Context: an optimization exercise on an open-source flow, tuned for small area. The choices shown serve that exercise and are no tape-out recipe. The RTL was checked by simulation tests, not by an equivalence proof against the original design. Power and IR drop assume default switching activity.

===== config.mk =====
export PLATFORM = sky130hd
export DESIGN_NAME = xe_host
export DESIGN_NICKNAME = xe_host
export VERILOG_FILES = /design/flow/design.v
export SDC_FILE = /design/flow/constraint.sdc
export NUM_CORES = 4
export LEC_CHECK = 0
export CAP_MARGIN = 20
export CORE_MARGIN = 2
export CORE_UTILIZATION = 70
export SLEW_MARGIN = 20
export SYNTH_HIERARCHICAL = 1
export SYNTH_MINIMUM_KEEP_SIZE = 0

===== constraint.sdc =====
create_clock -name core_clock -period 10.0 [get_ports {sysclk}]
set_input_delay 2.0000 -clock core_clock [delete_from_list [all_inputs] [get_ports {sysclk}]]
set_output_delay 2.0000 -clock core_clock [all_outputs]
set_load 0.01 [all_outputs]

===== design.v =====
`timescale 1ns/1ns
`timescale 1ns/1ns
module xe_host
    (
    input               a8_clk,
    output              a8_mpd_n,
    output              a8_extsel_n,
    input       [15:0]  a8_a_IN,
    input       [7:0]   a8_d_IN,
    input               a8_rst_n_IN,
    input               a8_rw_IN,
    output      [7:0]   xio_data_OUT,
    output      [7:0]   xio_data_OE,
    output              xio_host_clk,
    output              xio_host_rts,
    input               xio_host_cts,
    output              xio_box_cts,
    input               sysclk
    );
    wire rst = ~a8_rst_n_IN;
    reg [2:0] clkDetect;
    reg       clkValid;
    reg [6:0] ticks;
    wire clkEdge    = clkDetect[2] ^ clkDetect[1];
    wire clkFalling = clkDetect[2] & ~clkDetect[1];
    wire tickFb     = ticks[6] ^ ticks[5] ^ (ticks[5:0] == 6'd0);
    always @(posedge sysclk)
        if (rst) begin
            clkDetect <= 3'b0;
            clkValid  <= 1'b0;
            ticks     <= 7'b0;
        end else begin
            clkDetect <= {clkDetect[1:0], a8_clk};
            if (clkEdge)
                clkValid <= 1'b1;
            if (clkFalling & clkValid)
                ticks <= 7'b0;
            else
                ticks <= {ticks[5:0], tickFb};
        end
    wire aStrobe = (ticks == 7'b0001010);    
    wire wStrobe = (ticks == 7'b1101010);    
    wire [7:0]  tap   [0:7];     
    wire [7:0]  loS   [0:7];     
    wire [7:0]  hiS   [0:7];     
    wire cfgWrite = wStrobe & ~a8_rw_IN & (a8_a_IN[15:7] == {8'hD6, 1'b0});
    reg [3:0] ph;
    reg       clrFlag;
    wire      clearing = rst | clrFlag;
    wire [3:0] phNext = ph - 4'd1;
    always @(posedge sysclk)
        if (rst) begin
            ph      <= 4'd0;
            clrFlag <= 1'b1;
        end else begin
            ph      <= phNext;
            if (ph == 4'd2)
                clrFlag <= 1'b0;
        end
    wire [3:0] r4 = a8_a_IN[3:0];
    wire       regWrite = cfgWrite & ~r4[3] & ~(r4[2] & r4[1]);
    wire       pendHold = ~(rst | regWrite);
    wire       pendLd   = a8_rst_n_IN & regWrite;
    wire [7:0] pendData;
    wire       pendLH, pendSel;
    wire [3:0] pendItem;
    wire       pendDue;
    reg        pend;
    wire       wrLH   = r4[2];
    wire       wrSel  = r4[2] ? r4[0] : a8_a_IN[6];
    wire [3:0] wrItem = r4[2] ? {1'b0, a8_a_IN[6:4]} : {a8_a_IN[5:4], ~r4[1:0]};
    CfgByte pdat (.clk(sysclk), .ld(pendLd), .hold(pendHold), .d(a8_d_IN), .q(pendData));
    CfgBit  plh  (.clk(sysclk), .ld(pendLd), .hold(pendHold), .d(wrLH),  .q(pendLH));
    CfgBit  psl  (.clk(sysclk), .ld(pendLd), .hold(pendHold), .d(wrSel), .q(pendSel));
    genvar g, r, k;
    generate
        for (k = 0; k < 4; k = k + 1) begin : pp
            CfgBit b (.clk(sysclk), .ld(pendLd), .hold(pendHold), .d(wrItem[k]), .q(pendItem[k]));
        end
    endgenerate
    assign pendDue = pend & (phNext[2:0] == pendItem[2:0]) & (pendLH | (phNext[3] == pendItem[3]));
    always @(posedge sysclk)
        if (rst)
            pend <= 1'b0;
        else if (regWrite)
            pend <= 1'b1;
        else if (pendDue)
            pend <= 1'b0;
    wire [7:0] injData  = pendData & {8{~clearing}};
    wire [7:0] injDataN = ~pendData | {8{clearing}};
    generate
        for (g = 0; g < 2; g = g + 1) begin : rng
            wire injN, inj;
            wire [7:0] slot [0:15];
            assign injN = ~(clearing | (pendDue & ~pendLH & (pendSel == g)));
            Inv ii (.a(injN), .y(inj));
            RingByte s0 (.clk(sysclk), .ld(inj), .hold(injN), .d(injData), .prev(slot[15]), .q(slot[0]));
            for (k = 1; k < 16; k = k + 1) begin : sl
                DffByte s (.clk(sysclk), .d(slot[k-1]), .q(slot[k]));
            end
            for (k = 0; k < 4; k = k + 1) begin : tp
                assign tap[4*g + k] = slot[4*k];
            end
        end
    endgenerate
    wire loInjN = ~(clearing | (pendDue & pendLH & ~pendSel));
    wire hiInjN = ~(clearing | (pendDue & pendLH & pendSel));
    wire loInj, hiInj;
    Inv li (.a(loInjN), .y(loInj));
    Inv hj (.a(hiInjN), .y(hiInj));
    RingByte l0 (.clk(sysclk), .ld(loInj), .hold(loInjN), .d(injDataN), .prev(loS[7]), .q(loS[0]));
    RingByte h0 (.clk(sysclk), .ld(hiInj), .hold(hiInjN), .d(injDataN), .prev(hiS[7]), .q(hiS[0]));
    generate
        for (k = 1; k < 8; k = k + 1) begin : lhs
            DffByte ls (.clk(sysclk), .d(loS[k-1]), .q(loS[k]));
            DffByte hs (.clk(sysclk), .d(hiS[k-1]), .q(hiS[k]));
        end
    endgenerate
    wire [7:0] page  = a8_a_IN[15:8];
    wire [7:0] geLo, gtHi;
    generate
        for (k = 0; k < 8; k = k + 1) begin : cmp
            LessEq8 cl (.an(loS[k]), .b(page),  .le(geLo[k]));    
            Greater8 ch (.a(page), .bn(hiS[k]), .gt(gtHi[k]));    
        end
    endgenerate
    wire [7:0] hitS = geLo & ~gtHi;      
    wire [2:0] p3 = ph[2:0];
    wire [7:0] noWrap;
    generate
        for (k = 0; k < 8; k = k + 1) begin : nw
            assign noWrap[k] = ({1'b0, p3} + k) <= 4'd7;
        end
    endgenerate
    wire [7:0] hitHi = hitS & noWrap;
    wire [7:0] hitLo = hitS & ~noWrap;
    reg  [2:0] jHi, jLo;
    integer m;
    always @* begin
        jHi = 3'd0;
        jLo = 3'd0;
        for (m = 0; m < 8; m = m + 1) begin
            if (hitHi[m])
                jHi = m;
            if (hitLo[m])
                jLo = m;
        end
    end
    wire [2:0] win = ((|hitHi) ? jHi : jLo) + p3;
    wire anyHit = aStrobe & (|hitS);
    reg [3:0] st;        
    reg       acc;       
    reg       rise;      
    reg [2:0] sel;       
    always @(posedge sysclk) begin
        if (anyHit)
            sel <= win;
        if (rst) begin
            acc  <= 1'b0;
            rise <= 1'b0;
        end else begin
            rise <= anyHit & ~acc;
            if (anyHit)
                acc <= 1'b1;
            else if (clkFalling)
                acc <= 1'b0;
        end
    end
    wire sdramRead = a8_rw_IN & acc;
    assign a8_mpd_n    = ~sdramRead;
    assign a8_extsel_n = ~sdramRead;
    assign xio_box_cts = 1'b0;
    wire [7:0] pick;                     
    wire [1:0] selTap = sel[1:0] - ph[3:2];
    generate
        for (g = 0; g < 8; g = g + 1) begin : pk
            assign pick[g] = (sel[2] == g[2]) & (selTap == g[1:0]);
        end
    endgenerate
    reg  [1:0] afterWrts;
    always @(posedge sysclk)
        afterWrts <= {afterWrts[0], st == 4'd1};
    wire       snap = (st[3:1] == 3'b000) | (|afterWrts);
    wire [3:0] upLd, upHold;
    generate
        for (k = 0; k < 4; k = k + 1) begin : ul
            assign upLd[k]   = snap & (ph[1:0] == k);
            assign upHold[k] = ~(snap & (ph[1:0] == k));
        end
    endgenerate
    wire lowHold = ~(rise | upLd[0]);
    wire shiftB = st[0] & (st[3] ^ st[2]);
    wire [3:1] shHold;
    generate
        for (k = 1; k < 4; k = k + 1) begin : shh
            assign shHold[k] = ~(upLd[k] | shiftB);
        end
    endgenerate
    wire [31:0] xioData;
    wire        xioCarry;
    wire [8:0]  carry;
    wire [7:0]  lowSum;
    assign carry[0] = 1'b0;
    genvar b;
    generate
        for (b = 0; b < 8; b = b + 1) begin : xd
            wire ringB;
            SelAO8 sr (.d({tap[7][b], tap[6][b], tap[5][b], tap[4][b],
                           tap[3][b], tap[2][b], tap[1][b], tap[0][b]}),
                       .pick(pick), .y(ringB));
            FullAdd fa (.a(ringB), .b(xioData[b]), .ci(carry[b]), .s(lowSum[b]), .co(carry[b+1]));
            LowBit xl (.clk(sysclk), .ldA(rise), .a(a8_a_IN[b]), .ldS(upLd[0]), .s(lowSum[b]),
                       .hold(lowHold), .q(xioData[b]));
            ShiftBit x1 (.clk(sysclk), .ld(upLd[1]), .d(ringB), .sh(shiftB), .s(xioData[b]),
                         .hold(shHold[1]), .q(xioData[8+b]));
            ShiftBit x2 (.clk(sysclk), .ld(upLd[2]), .d(ringB), .sh(shiftB), .s(xioData[8+b]),
                         .hold(shHold[2]), .q(xioData[16+b]));
            ShiftBit x3 (.clk(sysclk), .ld(upLd[3]), .d(ringB), .sh(shiftB), .s(xioData[16+b]),
                         .hold(shHold[3]), .q(xioData[24+b]));
        end
    endgenerate
    CfgBit xc (.clk(sysclk), .ld(upLd[0]), .hold(upHold[0]), .d(carry[8]), .q(xioCarry));
    wire [7:0] wData;
    reg        wEn;
    reg        wRts;
    reg        wClk;
    always @(posedge sysclk)
        if (rst) begin
            st    <= 4'd15;
            wEn   <= 1'b0;
            wRts  <= 1'b0;
            wClk  <= 1'b0;
        end else begin
            if (rise)
                st <= 4'd0;
            else if (st[3:1] == 3'b111 || (st == 4'd2 && !xio_host_cts))
                st <= st;
            else
                st <= st + 4'd1;
            if (st == 4'd1)
                wRts <= 1'b1;
            if (st == 4'd2 && xio_host_cts)
                wEn <= 1'b1;
            if (st == 4'd13) begin
                wRts <= 1'b0;
                wEn  <= 1'b0;
            end
            if (st >= 4'd3 && st <= 4'd12)
                wClk <= st[0];
        end
    wire ldCmd  = a8_rst_n_IN & (st == 4'd3);
    wire ldByte = a8_rst_n_IN & st[0] & (st[3] ^ st[2]);
    wire wHold  = ~(rst | (st == 4'd3) | (st[0] & (st[3] ^ st[2])));
    wire full2 = &xioData[23:16];
    wire full1 = &xioData[15:8];
    wire byteInc = xioCarry & ((st[2:1] == 2'b00) |
                               (st[2:1] == 2'b11 & full2) |
                               (st[2:1] == 2'b10 & full2 & full1));
    wire [8:0] incC;
    assign incC[0] = byteInc;
    generate
        for (b = 0; b < 8; b = b + 1) begin : wd
            wire sum;
            HalfAdd ha (.a(xioData[24+b]), .b(incC[b]), .s(sum), .co(incC[b+1]));
            if (b == 0) begin : b0
                CfgBit1 r (.clk(sysclk), .ld(ldByte), .hold(wHold), .set(ldCmd), .d(sum), .q(wData[b]));
            end else begin : bn
                CfgBit r (.clk(sysclk), .ld(ldByte), .hold(wHold), .d(sum), .q(wData[b]));
            end
        end
    endgenerate
    assign xio_data_OUT = wData;
    assign xio_data_OE  = {8{wEn}};
    assign xio_host_clk = wClk;
    assign xio_host_rts = wRts;
endmodule
module CfgByte
    (
    input               clk,
    input               ld,
    input               hold,
    input       [7:0]   d,
    output      [7:0]   q
    );
    genvar i;
    generate
        for (i = 0; i < 8; i = i + 1) begin : bit_
            CfgBit b (.clk(clk), .ld(ld), .hold(hold), .d(d[i]), .q(q[i]));
        end
    endgenerate
endmodule
module CfgBit
    (
    input               clk,
    input               ld,
    input               hold,
    input               d,
    output reg          q
    );
    always @(posedge clk)
        q <= (q & hold) | (d & ld);
endmodule
module SelAO8
    (
    input       [7:0]   d,
    input       [7:0]   pick,
    output              y
    );
    wire n0, n1, n2;
    Aoi222 a0 (.a1(d[0]), .a2(pick[0]), .b1(d[1]), .b2(pick[1]), .c1(d[2]), .c2(pick[2]), .y(n0));
    Aoi222 a1 (.a1(d[3]), .a2(pick[3]), .b1(d[4]), .b2(pick[4]), .c1(d[5]), .c2(pick[5]), .y(n1));
    Aoi22  a2 (.a1(d[6]), .a2(pick[6]), .b1(d[7]), .b2(pick[7]), .y(n2));
    Nand3 o (.a(n0), .b(n1), .c(n2), .y(y));
endmodule
module LessEq8
    (
    input       [7:0]   an,
    input       [7:0]   b,
    output              le
    );
    wire [8:1] c;
    Or2 c0 (.a(an[0]), .b(b[0]), .y(c[1]));
    genvar k;
    generate
        for (k = 1; k < 8; k = k + 1) begin : rip
            Maj3 m (.a(an[k]), .b(b[k]), .c(c[k]), .y(c[k+1]));
        end
    endgenerate
    assign le = c[8];
endmodule
module RingByte
    (
    input               clk,
    input               ld,
    input               hold,
    input       [7:0]   d,
    input       [7:0]   prev,
    output      [7:0]   q
    );
    genvar i;
    generate
        for (i = 0; i < 8; i = i + 1) begin : bit_
            RingBit b (.clk(clk), .ld(ld), .hold(hold), .d(d[i]), .prev(prev[i]), .q(q[i]));
        end
    endgenerate
endmodule
module RingBit
    (
    input               clk,
    input               ld,
    input               hold,
    input               d,
    input               prev,
    output reg          q
    );
    always @(posedge clk)
        q <= (prev & hold) | (d & ld);
endmodule
module LowBit
    (
    input               clk,
    input               ldA,
    input               a,
    input               ldS,
    input               s,
    input               hold,
    output reg          q
    );
    wire n;
    Aoi222 g (.a1(a), .a2(ldA), .b1(s), .b2(ldS), .c1(q), .c2(hold), .y(n));
    always @(posedge clk)
        q <= ~n;
endmodule
module ShiftBit
    (
    input               clk,
    input               ld,
    input               d,
    input               sh,
    input               s,
    input               hold,
    output reg          q
    );
    wire n;
    Aoi222 g (.a1(d), .a2(ld), .b1(s), .b2(sh), .c1(q), .c2(hold), .y(n));
    always @(posedge clk)
        q <= ~n;
endmodule
module DffByte
    (
    input               clk,
    input       [7:0]   d,
    output reg  [7:0]   q
    );
    always @(posedge clk)
        q <= d;
endmodule
module CfgBit1
    (
    input               clk,
    input               ld,
    input               hold,
    input               set,
    input               d,
    output reg          q
    );
    always @(posedge clk)
        q <= (q & hold) | (d & ld) | set;
endmodule
module HalfAdd (input a, input b, output s, output co);
    assign {co, s} = {1'b0, a} + {1'b0, b};
endmodule
module Greater8
    (
    input       [7:0]   a,
    input       [7:0]   bn,
    output              gt
    );
    wire [8:1] c;
    And2 c0 (.a(a[0]), .b(bn[0]), .y(c[1]));
    genvar k;
    generate
        for (k = 1; k < 8; k = k + 1) begin : rip
            Maj3 m (.a(a[k]), .b(bn[k]), .c(c[k]), .y(c[k+1]));
        end
    endgenerate
    assign gt = c[8];
endmodule
module FullAdd (input a, input b, input ci, output s, output co);
    assign {co, s} = {1'b0, a} + {1'b0, b} + {1'b0, ci};
endmodule
module Maj3 (input a, input b, input c, output y);
    assign y = (a & b) | (c & (a | b));
endmodule
module Aoi222 (input a1, input a2, input b1, input b2, input c1, input c2, output y);
    assign y = ~((a1 & a2) | (b1 & b2) | (c1 & c2));
endmodule
module Aoi22 (input a1, input a2, input b1, input b2, output y);
    assign y = ~((a1 & a2) | (b1 & b2));
endmodule
module Nand3 (input a, input b, input c, output y);
    assign y = ~(a & b & c);
endmodule
module And2 (input a, input b, output y);
    assign y = a & b;
endmodule
module Or2 (input a, input b, output y);
    assign y = a | b;
endmodule
module Inv (input a, output y);
    assign y = ~a;
endmodule

===== flow/run.sh =====
#!/bin/bash
# Standard ORFS layout (the standard.sh, unchanged synthesis), with three
# changes to later steps:
#  - port buffers use the smallest buffer cell instead of the default pick;
#  - clock tree synthesis runs without dummy loads and with set sink clusters;
#  - after floorplan, logic cells go to their smallest-area drive strength
#    (flow/downsize.tcl); later repair steps resize where needed.
# Each tool's output goes to the ORFS logs under orfs/logs; make's own output
# goes to standard.log.
set -euo pipefail
bash standard.sh \
  BUFFER_PORTS_ARGS="-buffer_cell sky130_fd_sc_hd__buf_1" \
  CTS_ARGS="-sink_clustering_enable -repair_clock_nets -dont_use_dummy_load -buf_list sky130_fd_sc_hd__clkbuf_4 -sink_clustering_size 10 -sink_clustering_max_diameter 35" \
  POST_FLOORPLAN_TCL="$(pwd)/flow/downsize.tcl" \
  finish > standard.log 2>&1

===== flow/downsize.tcl =====
# Swap each logic cell to the smallest-area drive strength of the same
# function (e.g. maj3_2 -> maj3_1, mux4_1 -> mux4_2), since the clock period
# leaves several ns of slack. Later repair steps still upsize or buffer where
# slew, capacitance or timing need it. Flip-flops, clock cells, buffers and
# inverters are left alone.
set db [ord::get_db]
set variants [dict create]
foreach lib [$db getLibs] {
  foreach m [$lib getMasters] {
    if {[regexp {^(sky130_fd_sc_hd__\w+?)_(\d+)$} [$m getName] -> stem drive]} {
      dict lappend variants $stem $m
    }
  }
}
set nswap 0
foreach inst [[ord::get_db_block] getInsts] {
  set m [$inst getMaster]
  if {![regexp {^(sky130_fd_sc_hd__(\w+?))_(\d+)$} [$m getName] -> stem fn drive]} { continue }
  if {[regexp {^(df|edf|sdf|sedf|dl|clk|buf|inv|tap|fill|decap|conb|diode|lpflow|probe)} $fn]} { continue }
  set best $m
  foreach v [dict get $variants $stem] {
    if {[$v getWidth] < [$best getWidth]} { set best $v }
  }
  if {$best ne $m} {
    $inst swapMaster $best
    incr nswap
  }
}
puts "downsize: swapped $nswap instances to a smaller variant"

===== standard.sh =====
#!/bin/bash
# synth_recipe.tcl (not shown) runs the flow's synth.tcl, then flattens the netlist and writes it again
# the make line also repeats each setting of config.mk as NAME=value (left out here)
make -C /OpenROAD-flow-scripts/flow DESIGN_CONFIG=/design/flow/config.mk WORK_HOME=/design/flow/orfs CLKGATE_MAP_FILE= SYNTH_SCRIPT=/design/flow/synth_recipe.tcl "${@:-finish}"

==> impl_results.md, run 1 <==
- CTS root buf: clkbuf_4
- Sequential Area: 9440 µm²
- Final min period: 6.51 ns
- Post-CTS Resized: 0
- Synth cell types: 59
- CP Data Arrival Time: 6.89 ns
- Pre-CTS setup slack: 2.84 ns
- Avg Inst Size Synth: 13.7 µm²
- Fin. Hold Viols: 0
- Fmax achieved: 154 MHz
- Filler Cell Count: 1343
- Yosys reg bits: 470
- Initial Util: 71.2%
- R2R depth: 17
- Cell area after layout: 14500 µm²
- Hold Path Cell Cnt: 0
- Commonest cells after routing, fill and taps aside: 467 x dfxtp_1, 112 x maj3_1, 59 x inv_1
- Ys async rst share: 0%
- H-tree depth: 2
- Ys flop type: dfxtp_1
- Fin Setup TNS: 0 ns
- Hold slack: 0.308 ns
- Vias in the first global route: 7637
- Worst VDD drop: 158 µV
- Number of CTS-inserted buffers: 56
- Final setup margin: 3.49 ns
- Antenna Violating Nets Remaining: 0
- Max-cap violations: 0
- Most common cell after layout, fill and taps aside: dfxtp_1
- Core area: 19400 µm²
- Leak: 5.88 nW
- Final std cells w/o fill: 1373
- # nets final: 1168
- Crit share post-route: 65.1%
- Worst Path Required: 10.37 ns
- Setup-failing EPs final: 0
- Longest Clk Path Bufs: 3
- Clk slew on worst S/H paths: 0.10 ns
- Synth area leaders: dfxtp_1 68%, maj3_2 9.1%, a222oi_1 3.5%
- Drt pass-1 iters: 7
- Synth area leader: dfxtp_1
- Initial DRC Count: 599
- Startpoint type of the worst setup path: input port
- Worst-path fanout max: 17
- DP Area: 14100 µm²
- Die W: 144 µm
- Comb power frac: 8.4%
- Seq/Total Area, Yosys: 68.3%
- PortBufs: 48
- Gr ovfl total: 0
- GPL Wtd Cong: 0.939
- EDFF count, synth: 3
- Die area: 20900 µm²
- Hold Crit Class: register to register
- Num Clock Sinks: 470
- CTS tree: built
- Worst Skew: 0.0895 ns
- Cts hold-fix bufs: 0
- Yosys top cell area share: 67.7%
- Detail Placement HPWL: 17.7 mm
- Clk latency of the worst-skew pair: 0.71 ns
- Clock power frac: 26.1%
- DRC: 0
- Synthesized instance count: 1009
- Pin count of the biggest net entering global routing: 29
- Part of the power in registers: 65.5%
- Via Count: 7792
- Setup bufs post-CTS: 0
- PwrDens: 208 nW/µm²
- RSZ-0062 raised after global routing: no
- Share of layout cells above drive strength 1: 6.59%
- Slew Viols, Final: 0
- First-pass GRT wire length: 40.0 mm
- Vias per inst: 5.68
- GRT Total Usage: 25.4%
- Placed Cells incl. Taps: 1316
- Syn. warnings: 13
- Outcome: no timing/DRC/antenna violations
- Net switching power: 730 µW
- Mapped Area: 13800 µm²
- IO Pins: 50
- Multi-input logic area: 3830 µm²
- CP endpoint kind: register
- Critical path class: input port to register
- Initial antenna violation count: 1
- Int Power: 2.29 mW
- Switch share: 24.2%
- Area grow syn2layout: 5.08%
- Relative slew slack: 33.4%
- Cell row count: 51
- Die height: 144 µm
- Routed WL: 25.7 mm
- Routed wire per std cell: 18.7 µm
- Actual slew at the worst max-slew pin: 0.999 ns
-- layer usage --
layer / part of all wire [%] / track usage (%)
met5: 0 / 0
met4: 2.9 / 10.4
met3: 5.1 / 5.17
met2: 45 / 39.4
met1: 47 / 35.2
-- critical path, cell delays in order --
cell	delay, ns
buf_1	0.27
and2_1	0.27
maj3_1	0.36
maj3_1	0.37
maj3_1	0.37
maj3_1	0.36
maj3_1	0.36
maj3_1	0.37
maj3_1	0.40
or3b_2	0.48
o32ai_1	0.15
o22a_1	0.17
mux2i_1	0.07
ha_1	0.20
fa_1	0.38
xnor2_1	0.15
xnor2_1	0.15
-- modules after synthesis (local to each module, per instance), excerpt --
module	cells inside	flops+latches	cell area (µm²)	copies in the design
Nand3	1	0	5.00	8
Or2	1	0	6.26	8
xe_host	271	31	2170	1
FullAdd	1	0	20.0	8
CfgBit	2	1	28.8	22
ShiftBit	2	1	23.8	24
-- through the flow --
step | utilization [%] | power (mW)
6_report | 74.8 | 3.02
5_1_grt | 74.8 | 3.15
4_1_cts | 74.8 | 3.04
3_5_place_dp | 72.6 | 2.27
3_3_place_gp | 72.6 | 2.26
2_1_floorplan | - | 2.20
-- cells in the mapped netlist (all sizes together) (4+ instances only) --
cell type	instances
nand3	13
clkbuf	5
nor2b	6
a22o	54
mux2i	4
a22oi	9
nand2b	10
or2	8
nor2	30
maj3	112
xor2	4
a31oi	6
buf	13
a21oi	9
nand4	5
fa	9
ha	21
xnor2	8
nand2	24
inv	61
nor3	7
o32ai	4
dfxtp	467
and2	23
o21ai	11
a222oi	48
-- state kept, by name (all words and copies together), names as in the netlist, 7 cells and up --
signal           count
h0.bit_.b.q          8
l0.bit_.b.q          8
lhs.hs.q            56
lhs.ls.q            56
pdat.bit_.b.q        8
rng.s0.bit_.b.q     16
rng.sl.s.q         240
ticks                7
wd.bn.r.q            7
xd.x1.q              8
xd.x2.q              8
xd.x3.q              8
xd.xl.q              8
-- final timing paths --
check,startpoint,endpoint,slack [ns]
max,a8_a_IN[8],sel[2],3.49
min,rng[0].sl[14].s.q[6],rng[0].sl[15].s.q[6],0.31
max reg2reg,ph[2],xd[7].xl.q,3.63
min reg2reg,rng[0].sl[14].s.q[6],rng[0].sl[15].s.q[6],0.31
-- power groups by stage --
stage	combinational, mW	clock, mW	sequential [mW]
after global placement	0.246	0	2.02
final	0.255	0.787	1.98
after detailed placement	0.251	0	2.02
after global routing	0.283	0.885	1.99
after floorplan	0.196	0	2.00
after CTS	0.252	0.813	1.98
-- cell type report --
cell class | instances | area share, %
Multi-Input combinational cell | 461 | 26.4
Antenna cell | 1 | 0.0172
Sequential cell | 470 | 65.0
Inverter | 61 | 1.58
Tap cell | 265 | 2.28
Clock buffer | 56 | 2.90
Timing Repair Buffer | 59 | 1.81
-- cell families (layout without fill, tap and decap cells) --
| group | Yosys count | in the layout | synth area share (%) |
|---|---|---|---|
| simple gates | 139 | 139 | 5.38 |
| compound gates | 160 | 160 | 10.1 |
| xor+xnor | 13 | 13 | 0.978 |
| mux | 5 | 5 | 0.371 |
| fa+ha+maj | 142 | 142 | 12.3 |
| flops | 470 | 470 | 68.3 |
| other cells | 1 | 3 | 0.0271 |
| buf+inv | 79 | 176 | 2.49 |
==> run 2: changes to the inputs <==
--- a/config.mk
+++ b/config.mk
@@ -6,8 +6,8 @@
 export NUM_CORES = 4
 export LEC_CHECK = 0
-export CAP_MARGIN = 20
+export CAP_MARGIN = 0
 export CORE_MARGIN = 2
 export CORE_UTILIZATION = 70
-export SLEW_MARGIN = 20
+export SLEW_MARGIN = 0
 export SYNTH_HIERARCHICAL = 1
 export SYNTH_MINIMUM_KEEP_SIZE = 0
==> impl_results.md, run 2 <==
- Synth cell types: 59 (unchanged)
- RSZ-0062 raised after global routing: no
- CTS tree: built
- DP Area: 14100 µm² (unchanged)
- Cts hold-fix bufs: 0 (unchanged)
- Longest Clk Path Bufs: 3 (unchanged)
- Core Util, Final: 74.8% (about the same)
- Pre-CTS setup slack: 2.84 ns (unchanged)
- Antenna Violating Nets Remaining: 0 (unchanged)
- Core area: 19400 µm² (unchanged)
- Worst Skew: 0.0855 ns (-0.00399 ns)
- Final min period: 6.50 ns (-0.0154 ns)
- DRC: 0 (unchanged)
- Leak: 5.88 nW (about the same)
- Gr ovfl total: 0 (unchanged)
- Max-cap violations: 0 (unchanged)
- Regs by FF count: rng.sl.s.q: 240 flops, lhs.hs.q: 56 flops, lhs.ls.q: 56 flops
- Die W: 144 µm (unchanged)
- Setup-failing EPs final: 0 (unchanged)
- Slew Viols, Final: 0 (unchanged)
- Vias in the first global route: 7637 (unchanged)
- Syn. warnings: 13 (unchanged)
- Pin count of the biggest net entering global routing: 29 (unchanged)
- Yosys top cell area share: 67.7% (unchanged)
- Top-count cell post-synth: dfxtp_1
- Worst VDD drop: 159 µV (+0.37%)
- Max reg flops: 240 (unchanged)
- Avg Inst Size Synth: 13.7 µm² (unchanged)
- Mapped Area: 13800 µm² (unchanged)
- Placed Cells incl. Taps: 1316 (unchanged)
- Clk latency of the worst-skew pair: 0.71 ns (about the same)
- Relative slew slack: 16.6% (-17 points)
- Via Count: 7821 (+0.37%)
- First-pass GRT wire length: 40.0 mm (unchanged)
- Final std cells w/o fill: 1373 (unchanged)
- GPL Wtd Cong: 0.939 (unchanged)
- Num Clock Sinks: 470 (unchanged)
- GRT Total Usage: 25.4% (unchanged)
- Fin Setup TNS: 0 ns (unchanged)
- Cell area after layout: 14500 µm² (about the same)
- Synth area leaders: dfxtp_1 68%, maj3_2 9.1%, a222oi_1 3.5%
- Share of layout cells above drive strength 1: 6.41% (-0.18 points)
- Setup bufs post-CTS: 0 (unchanged)
- CP endpoint kind: register
- Commonest cells after routing, fill and taps aside: 467 x dfxtp_1, 112 x maj3_1, 59 x inv_1
- Vias per inst: 5.70 (+0.37%)
- Synthesized instance count: 1009 (unchanged)
- Routed wire per std cell: 18.7 µm (+0.17%)
- Fmax achieved: 154 MHz (+0.24%)
- PwrDens: 208 nW/µm² (about the same)
- Yosys reg bits: 470 (unchanged)
- Post-CTS Resized: 0 (unchanged)
- Initial Util: 71.2% (unchanged)
- Number of CTS-inserted buffers: 56 (unchanged)
- Clk slew on worst S/H paths: 0.10 ns (about the same)
- Detail Placement HPWL: 17.7 mm (unchanged)
- Die height: 144 µm (unchanged)
- Most frequent cells after synthesis: 467 x dfxtp_1, 112 x maj3_2, 59 x inv_1, 54 x a22o_1, 48 x a222oi_1
- Die area: 20900 µm² (unchanged)
- Crit share post-route: 65.0% (-0.15 points)
- PortBufs: 48 (unchanged)
- Actual slew at the worst max-slew pin: 1.24 ns (+0.244 ns)
- Worst Path Required: 10.38 ns (about the same)
- Largest Register: rng.sl.s.q
- Final setup margin: 3.50 ns (+0.0154 ns)
- Startpoint type of the worst setup path: input port
- Ys flop type: dfxtp_1
- Area grow syn2layout: 5.03% (about the same)
- Seq/Total Area, Yosys: 68.3% (unchanged)
- Outcome: no timing/DRC/antenna violations
- Hold Crit Class: register to register
- Initial antenna violation count: 1 (unchanged)
- Initial DRC Count: 592 (-1.2%)
- CTS root buf: clkbuf_4
- Routed WL: 25.7 mm (+0.17%)
- Cell row count: 51 (unchanged)
- Ys async rst share: 0% (unchanged)
- Fin. Hold Viols: 0 (unchanged)
- # nets final: 1168 (unchanged)
- Critical path class: input port to register
- CP Data Arrival Time: 6.88 ns (about the same)
- Drt pass-1 iters: 13 (+6)
- Synth area leader: dfxtp_1
- Filler Cell Count: 1342 (-0.074%)
- IO Pins: 50 (unchanged)
- EDFF count, synth: 3 (unchanged)
- Worst-path fanout max: 17 (unchanged)
- Most common cell after layout, fill and taps aside: dfxtp_1
- H-tree depth: 2 (unchanged)
-- run 2: cell counts after synthesis --
Identical to the previous run, type by type.
-- run 2: layer usage --
metal  track usage [%]  wire, µm  up-vias
met4              10.4       770        0
met3              5.17      1480       44
li1                  -         -     3796
met5                 0         0        -
met1              35.2     11900     3753
met2              39.4     11600      228
-- run 2: cells by family (layout without fill, tap and decap cells) --
group / Yosys count / count (layout) / share of synthesized area, %
compound gates: 160 / 160 / 10.1
xor+xnor: 13 / 13 / 0.978
fa+ha+maj: 142 / 142 / 12.3
buf+inv: 79 / 176 / 2.49
flops: 470 / 470 / 68.3
mux: 5 / 5 / 0.371
other cells: 1 / 3 / 0.0271
simple gates: 139 / 139 / 5.38
-- run 2: final timing paths --
path,start,endpoint,slack [ns],depth (start not counted)
max reg2reg,ph[2],xd[7].xl.q,3.62,17
min,rng[0].sl[14].s.q[6],rng[0].sl[15].s.q[6],0.31,0
max,a8_a_IN[8],sel[2],3.50,17
min reg2reg,rng[0].sl[14].s.q[6],rng[0].sl[15].s.q[6],0.31,0
-- run 2: report_power, final --
group / leakage (nW) / switching, mW / internal [mW]
clock: 0.258 / 0.532 / 0.257
sequential: 3.80 / 0.0470 / 1.93
combinational: 1.81 / 0.152 / 0.101
-- run 2: final cells by class --
cell class,count,area (µm²),share of cell area (%)
antenna,1,2.50,0.0172
clock buffer,56,420,2.90
inverter,61,229,1.58
multi-input combinational,461,3820,26.4
sequential,470,9440,65.1
tap,265,332,2.29
timing repair buffer,59,263,1.81
-- run 2: per-module statistics from Yosys (local to each module, per instance), excerpt --
module,flops+latches,area [µm²]
Aoi22,0,12.5
Or2,0,6.26
ShiftBit,1,23.8
RingBit,1,28.8
Inv,0,3.75
LowBit,1,23.8
-- run 2: critical path, cell delays in order --
cell and delay (ns):
buf_1 0.27, and2_1 0.27, maj3_1 0.36, maj3_1 0.37
maj3_1 0.37, maj3_1 0.36, maj3_1 0.36, maj3_1 0.37
maj3_1 0.40, or3b_2 0.48, o21ai_1 0.15, nor3_1 0.10
mux2i_1 0.14, ha_1 0.20, fa_1 0.38, xnor2_1 0.15
xnor2_1 0.15
-- run 2: through the flow --
step           power, mW  hold WS [ns]
4_1_cts             3.04         0.300
3_3_place_gp        2.26         0.310
5_1_grt             3.15         0.311
2_1_floorplan       2.20         0.310
3_5_place_dp        2.27         0.312
6_report            3.02         0.308
==> run 3: changes to the inputs <==
--- a/flow/run.sh
+++ b/flow/run.sh
@@ -11,5 +11,5 @@
 bash standard.sh \
   BUFFER_PORTS_ARGS="-buffer_cell sky130_fd_sc_hd__buf_1" \
-  CTS_ARGS="-sink_clustering_enable -repair_clock_nets -dont_use_dummy_load -buf_list sky130_fd_sc_hd__clkbuf_4 -sink_clustering_size 10 -sink_clustering_max_diameter 35" \
+  CTS_ARGS="-sink_clustering_enable -repair_clock_nets -dont_use_dummy_load -buf_list sky130_fd_sc_hd__clkbuf_4 -sink_clustering_size 12 -sink_clustering_max_diameter 35" \
   POST_FLOORPLAN_TCL="$(pwd)/flow/downsize.tcl" \
   finish > standard.log 2>&1
--- a/config.mk
+++ b/config.mk
@@ -6,8 +6,8 @@
 export NUM_CORES = 4
 export LEC_CHECK = 0
-export CAP_MARGIN = 0
+export CAP_MARGIN = 20
 export CORE_MARGIN = 2
 export CORE_UTILIZATION = 70
-export SLEW_MARGIN = 0
+export SLEW_MARGIN = 20
 export SYNTH_HIERARCHICAL = 1
 export SYNTH_MINIMUM_KEEP_SIZE = 0
==> impl_results.md, run 3 <==
- Post-CTS Resized: 0 (unchanged)
- Startpoint type of the worst setup path: input port
- Top-count cell post-synth: dfxtp_1
- Num Clock Sinks: 470 (unchanged)
- CP max stage delay: 0.48 ns (about the same)
- Leak: 5.86 nW (-0.30%)
- Fmax achieved: 154 MHz (+0.27%)
- Critical path class: input port to register
- Cts hold-fix bufs: 0 (unchanged)
- Clk latency of the worst-skew pair: 0.71 ns (about the same)
- Largest Register: rng.sl.s.q
- CTS tree: built
- Slew Viols, Final: 0 (unchanged)
- Yosys reg bits: 470 (unchanged)
- Gr ovfl total: 0 (unchanged)
- Final min period: 6.48 ns (-0.0174 ns)
- RSZ-0062 raised after global routing: no
- Longest Clk Path Bufs: 3 (unchanged)
- GRT Total Usage: 25.3% (-0.15 points)
- Worst reg2reg path endpoint: xd[7].xl.q
- Relative slew slack: 34.5% (+18 points)
- Cell row count: 51 (unchanged)
- Slowest cell on the critical path: or3b_2
- Max reg flops: 240 (unchanged)
- Worst Skew: 0.121 ns (+0.0356 ns)
- Area grow syn2layout: 4.86%
- Clk slew on worst S/H paths: 0.10 ns (about the same)
- Setup bufs post-CTS: 0 (unchanged)
- Seq/Total Area, Yosys: 68.3% (unchanged)
- Die W: 144 µm (unchanged)
- Syn. warnings: 13 (unchanged)
- H-tree depth: 2 (unchanged)
- Antenna Violating Nets Remaining: 0 (unchanged)
- Commonest cells after routing, fill and taps aside: 467 x dfxtp_1, 112 x maj3_1, 59 x inv_1
- Worst VDD drop: 172 µV (+8.2%)
- Worst Setup SP: a8_a_IN[8]
- Actual slew at the worst max-slew pin: 0.983 ns (-0.260 ns)
- Yosys top cell area share: 67.7% (unchanged)
- Initial DRC Count: 669 (+13%)
- Critical path cell sequence: buf_1 -> and2_1 -> maj3_1 -> maj3_1 -> maj3_1 -> maj3_1 -> maj3_1 -> maj3_1 -> maj3_1 -> or3b_2 -> o21ai_1 -> nor3_1 -> mux2i_1 -> ha_1 -> fa_1 -> xnor2_1 -> xnor2_1
- Hold Crit Class: register to register
- Most frequent cells after synthesis: 467 x dfxtp_1, 112 x maj3_2, 59 x inv_1, 54 x a22o_1, 48 x a222oi_1
- Vias in the first global route: 7591 (-0.60%)
- Drt pass-1 iters: 8 (-5)
- CP endpoint kind: register
- Most common cell after layout, fill and taps aside: dfxtp_1
- Vias per inst: 5.68 (-0.23%)
- CP Data Arrival Time: 6.88 ns (about the same)
- Via Count: 7780 (-0.52%)
- Core area: 19400 µm² (unchanged)
- Detail Placement HPWL: 17.7 mm (unchanged)
- Synth area leaders: dfxtp_1 68%, maj3_2 9.1%, a222oi_1 3.5%
- Routed WL: 25.6 mm (-0.33%)
- R2R depth: 17 (unchanged)
- Avg Inst Size Synth: 13.7 µm² (unchanged)
- Die height: 144 µm (unchanged)
- Fin Setup TNS: 0 ns (unchanged)
- Setup-failing EPs final: 0 (unchanged)
- Outcome: no timing/DRC/antenna violations
- Final std cells w/o fill: 1369 (-0.29%)
- EDFF count, synth: 3 (unchanged)
- Number of CTS-inserted buffers: 52 (-7.1%)
- Final setup margin: 3.52 ns (+0.0174 ns)
- Share of layout cells above drive strength 1: 6.26% (-0.16 points)
- Synth cell types: 59 (unchanged)
- R2R Path Start: ph[2]
- Mapped Area: 13800 µm² (unchanged)
- CTS root buf: clkbuf_4
- Routed wire per std cell: 18.7 µm (about the same)
- Synth area leader: dfxtp_1
- PortBufs: 48 (unchanged)
- # nets final: 1164 (-0.34%)
- Worst-path fanout max: 17 (unchanged)
- Initial antenna violation count: 2 (+1)
- Ys flop type: dfxtp_1
- Synthesized instance count: 1009 (unchanged)
- PwrDens: 207 nW/µm² (-0.49%)
- Fin. Hold Viols: 0 (unchanged)
- First-pass GRT wire length: 39.8 mm (-0.61%)
- Pin count of the biggest net entering global routing: 29 (unchanged)
- Core Util, Final: 74.7% (-0.12 points)
- GPL Wtd Cong: 0.939 (unchanged)
- CP endpoint: sel[2]
- DRC: 0 (unchanged)
- Ys async rst share: 0% (unchanged)
- CP most frequent cell: maj3_1
- Die area: 20900 µm² (unchanged)
- Worst Path Required: 10.40 ns (+0.02 ns)
- Placed Cells incl. Taps: 1316 (unchanged)
- Crit share post-route: 64.8% (-0.17 points)
- Pre-CTS setup slack: 2.84 ns (unchanged)
- Reg2reg setup slack: 3.60 ns (-0.02 ns)
- Max-cap violations: 0 (unchanged)
- Regs by FF count: rng.sl.s.q: 240 flops, lhs.hs.q: 56 flops, lhs.ls.q: 56 flops
- IO Pins: 50 (unchanged)
- Initial Util: 71.2% (unchanged)
-- run 3: cell type report --
class | count | area (µm²)
inverters | 61 | 229
clock buffers | 52 | 390
fillers | 1355 | 4910
well taps | 265 | 332
diodes | 1 | 2.50
multi-input cells | 461 | 3830
flip-flops and latches | 470 | 9440
repair buffers | 59 | 263
-- run 3: worst min path at each step --
stage,startpoint,to,slack [ns],cells past startpoint
4_1_cts,lhs[1].ls.q[6],lhs[2].ls.q[6],0.28,0
3_3_place_gp,rng[1].sl[14].s.q[3],rng[1].sl[15].s.q[3],0.31,0
6_report,lhs[1].ls.q[6],lhs[2].ls.q[6],0.27,0
3_5_place_dp,rng[1].sl[6].s.q[2],rng[1].sl[7].s.q[2],0.31,0
2_1_floorplan,rng[0].sl[9].s.q[0],rng[0].sl[10].s.q[0],0.31,0
5_1_grt,lhs[1].ls.q[6],lhs[2].ls.q[6],0.30,0
-- run 3: worst max-delay path, delay by kind of cell --
| family | cells | cell delay (ns) |
|---|---|---|
| compound gates | 1 | 0.16 |
| buf+inv | 1 | 0.26 |
| fa+ha+maj | 9 | 3.17 |
| mux | 1 | 0.14 |
| xor+xnor | 2 | 0.30 |
| simple gates | 3 | 0.85 |
-- run 3: kinds of logic after synthesis --
logic type,after synthesis,share of synthesized area [%]
adders and majority gates,142,12.3
AOI/OAI and AO/OA,160,10.1
muxes,5,0.371
buffers and inverters,79,2.49
and+or+nand+nor,139,5.38
other,1,0.0271
xor gates and xnor gates,13,0.978
DFF,470,68.3
-- run 3: through the flow --
stage | area [µm²] | power (mW) | hold slack (ns)
global placement | 14100 | 2.26 | 0.310
floorplan | 13800 | 2.20 | 0.310
detailed placement | 14100 | 2.27 | 0.312
global route | 14500 | 3.13 | 0.300
CTS | 14500 | 3.02 | 0.278
finish | 14500 | 3.00 | 0.273
-- run 3: per-module statistics from Yosys, one instance, submodules excluded, excerpt --
| module | flops+latches | area (µm²) |
|---|---|---|
| RingBit | 1 | 28.8 |
| FullAdd | 0 | 20.0 |
| DffByte | 8 | 160 |
| And2 | 0 | 6.26 |
| Aoi22 | 0 | 12.5 |
| ShiftBit | 1 | 23.8 |
| LowBit | 1 | 23.8 |
| Inv | 0 | 3.75 |
| CfgBit | 1 | 28.8 |
| Maj3 | 0 | 11.3 |
-- run 3: layer usage --
metal | routed length, µm | up-vias | global-route usage, %
li1 | - | 3788 | -
met1 | 12000 | 3749 | 35.1
met2 | 11600 | 197 | 39.2
met3 | 1360 | 46 | 5.50
met4 | 671 | 0 | 9.61
met5 | 0 | - | 0
-- run 3: power breakdown --
group | internal, mW | total (mW) | switching, mW | leakage [nW]
Clock | 0.239 | 0.766 | 0.527 | 0.239
Sequential | 1.93 | 1.98 | 0.0474 | 3.80
Combinational | 0.102 | 0.255 | 0.153 | 1.81

## static timing again, ports no longer ideal
No port has a modelled driver above. Below, the same layouts with a new extraction and two added sets of constraints. Step 1 sets driving cells, clkbuf_16 on the clock port and buf_2 on the other inputs (assumed; they add their load-dependent delay and slew). Step 2 times the ports against the registers' clock, not the clock port: input delays grow and output delays shrink by t, the midpoint of the rising clock arrivals with the driver on. Slacks: ideal ports / drivers / drivers and shift; pairs: ideal ports / drivers.
run | t (ns) | setup slack, ns | worst setup path after step 2 | worst data-port slew with drivers (ns)
run 1 | 0.710 | 3.489 / 3.516 / 2.807 | input to register | 0.06
run 2 | 0.714 | 3.504 / 3.532 / 2.818 | input to register | 0.06
run 3 | 0.690 | 3.521 / 3.538 / 2.849 | input to register | 0.06
After both steps setup and hold are still met in every run listed. The setup slack of run 2, which loses most, moves by +0.028 ns with the drivers and by -0.686 ns with both steps.
